Background: an optimization exercise with open tools, aiming at small area, a short achievable clock period and few clock cycles per item. Do not read the settings as production practice. The RTL was checked by simulation tests, not by an equivalence proof against the original design.

run 1:
==> flow/design.v (excerpt) <==
module exponential(input clk, rst, start, input [15:0] x,
                   output done, output [1:0] intpart, output [15:0] fracpart);
  reg  [8:1]  s;           
  wire        idle = ~|s;
  reg  [15:0] u;
  reg  [17:0] r;
  reg  [7:0]  xone, xtwo, xneg;    
  reg         x15;
  always @(posedge clk or posedge rst)
    if (rst) s <= 8'b0;
    else     s <= {s[7:1], idle & start};
  assign done = idle;
  function ge(input [15:0] v, input [15:0] k);
    integer i;
    reg q;
    begin
      q = 1'b1;
      for (i = 0; i < 16; i = i + 1)
        q = k[i] ? (v[i] & q) : (v[i] | q);
      ge = q;
    end
  endfunction
  function [23:0] enc(input [15:0] v);
    integer i;
    reg [16:0] e;
    reg [7:0] o, t, n;
    begin
      e = {v, 1'b0};
      for (i = 0; i < 8; i = i + 1) begin
        o[i] = e[2*i+1] ^ e[2*i];
        t[i] = (e[2*i+2] & ~e[2*i+1] & ~e[2*i]) | (~e[2*i+2] & e[2*i+1] & e[2*i]);
        n[i] = e[2*i+2];
      end
      enc = {o, t, n};
    end
  endfunction
  wire [7:0] eone, etwo, eneg;
  assign {eone, etwo, eneg} = enc(x);
  wire [11:0] g;
  assign g[0] = ge(x, 16'd46904);
  assign g[1] = ge(x, 16'd51031);
  assign g[2] = ge(x, 16'd53627);
  assign g[3] = ge(x, 16'd55899);
  assign g[4] = ge(x, 16'd57544);
  assign g[5] = ge(x, 16'd58980);
  assign g[6] = ge(x, 16'd60309);
  assign g[7] = ge(x, 16'd61357);
  assign g[8] = ge(x, 16'd62481);
  assign g[9] = ge(x, 16'd63365);
  assign g[10] = ge(x, 16'd64192);
  assign g[11] = ge(x, 16'd64957);
  reg [17:0] r0g;
  always @* begin
    casez (g)
      12'b1???????????: r0g = 18'h0FFFF + 18'd13;
      12'b01??????????: r0g = 18'h0FFFF + 18'd12;
      12'b001?????????: r0g = 18'h0FFFF + 18'd11;
      12'b0001????????: r0g = 18'h0FFFF + 18'd10;
      12'b00001???????: r0g = 18'h0FFFF + 18'd8;
  ...
clock: 9.0 ns
lec_check: 0
cap_margin: 10
core_margin: 2
core_utilization: 55
setup_slack_margin: 3.2
slew_margin: 10
run.sh (not shown) runs the stock make flow with config.mk's settings and CLKGATE_MAP_FILE= SYNTH_SCRIPT=/design/flow/synth_recipe.tcl, a recipe that flattens the netlist after the stock synthesis.
Run 1 went all the way through the flow, and no timing, DRC or antenna check failed.
Testbench counts of run 1, summed over its fixed seeds: cycles 72,000, items 8,000.
Changes in run 2 relative to run 1:
# run 1
export LEC_CHECK = 0
export CAP_MARGIN = 10
export CORE_MARGIN = 2
export CORE_UTILIZATION = 55
export SETUP_SLACK_MARGIN = 3.2
export SLEW_MARGIN = 10
create_clock -name core_clock -period 9.0 [get_ports {clk}]
# run 2
export LEC_CHECK = 0
export CAP_MARGIN = 20
export CORE_MARGIN = 2
export CORE_UTILIZATION = 40
export SETUP_SLACK_MARGIN = 3.6
export SLEW_MARGIN = 20
create_clock -name core_clock -period 9.0 [get_ports {clk}]
--- outcome ---
- Run 2 did not stop at any stage, and its layout met the timing, design-rule and antenna checks.
- Run 1 completed every stage of the flow, and the final layout passed the timing, design-rule and antenna checks.
- Relative to run 1, met3 capacity usage during global routing has decreased by 1.1 points in run 2.
- On total global routing track utilization: between run 2 and run 1, it ends up lower for run 2.
- The die outline height of run 2 is higher than that of run 1.
- Minimum clock period was lower in run 2 than in run 1.
- Relative to run 1, relative max-transition margin has gone down in run 2.
- Sort run 2 and run 1 by total via count in the routed design, ascending, and run 1 comes first.
- Run 2 -> run 1: flip-flop and latch count delta 0, exact match
The inputs of run 3 differ from those of run 2 as listed below.
# run 2
export LEC_CHECK = 0
export CAP_MARGIN = 20
export CORE_MARGIN = 2
export CORE_UTILIZATION = 40
export SETUP_SLACK_MARGIN = 3.6
export SLEW_MARGIN = 20
create_clock -name core_clock -period 9.0 [get_ports {clk}]
# run 3
export LEC_CHECK = 0
export CAP_MARGIN = 5
export CORE_MARGIN = 2
export CORE_UTILIZATION = 60
export SETUP_SLACK_MARGIN = 3.2
export SLEW_MARGIN = 5
create_clock -name core_clock -period 9.0 [get_ports {clk}]
Results
- Compared with run 2, in run 3 worst path arrival time went up; detailed placer's ending HPWL went down.
- Comparing run 3 against run 2, there is no change at all in number of flip-flops and latches in the synthesized netlist.
- The global-route met2 utilization in run 3 sits 17 points above the value recorded for run 2.
diff inputs: run 3 => run 4
# run 3
export LEC_CHECK = 0
export CAP_MARGIN = 5
export CORE_MARGIN = 2
export CORE_UTILIZATION = 60
export SETUP_SLACK_MARGIN = 3.2
export SLEW_MARGIN = 5
create_clock -name core_clock -period 9.0 [get_ports {clk}]
# run 4
export LEC_CHECK = 0
export ABC_CLOCK_PERIOD_IN_PS = 4000
export CAP_MARGIN = 20
export CORE_MARGIN = 2
export CORE_UTILIZATION = 40
export SETUP_SLACK_MARGIN = 3
export SLEW_MARGIN = 20
create_clock -name core_clock -period 9.0 [get_ports {clk}]
Findings:
Run 3 → run 4: worst clock skew about even; final hold slack went up by 5.0 ps; post-layout instance count excluding filler cells higher.
Run 4 ends up with a reg2reg setup slack that is 170 ps lower than in run 3.
Run 4 against run 3: vias after detailed routing moved up; layout clock buffer count lower; fraction of met1 tracks used by global routing down 15 points.

separate check: timing with driven ports:
How much do the figures lean on ideal ports? The routed layouts below were timed once more, with nothing changed but the port constraints.
Step 1 assumes that a clkbuf_16 drives the clock port and a buf_2 every other input.
Step 2 moves the port delays by t, midway between the first and last clock arrival at a register: inputs arrive t later, outputs are due t later. That takes back most of the time a late clock gives input paths.
Slacks: no drivers / after step 1 / after step 2; pairs: no drivers / after step 1.
run | t (ns) | slack for setup (ns) | worst hold slack (ns)
run 1 | 0.379 | 3.435 / 3.435 / 3.435 | 0.380 / 0.380 / 0.380
run 2 | 0.393 | 3.732 / 3.732 / 3.732 | 0.373 / 0.373 / 0.373
run 3 | 0.381 | 3.446 / 3.446 / 3.446 | 0.374 / 0.374 / 0.374
run 4 | 0.387 | 3.275 / 3.275 / 3.275 | 0.379 / 0.379 / 0.379
After both steps setup and hold are still met in every run listed.
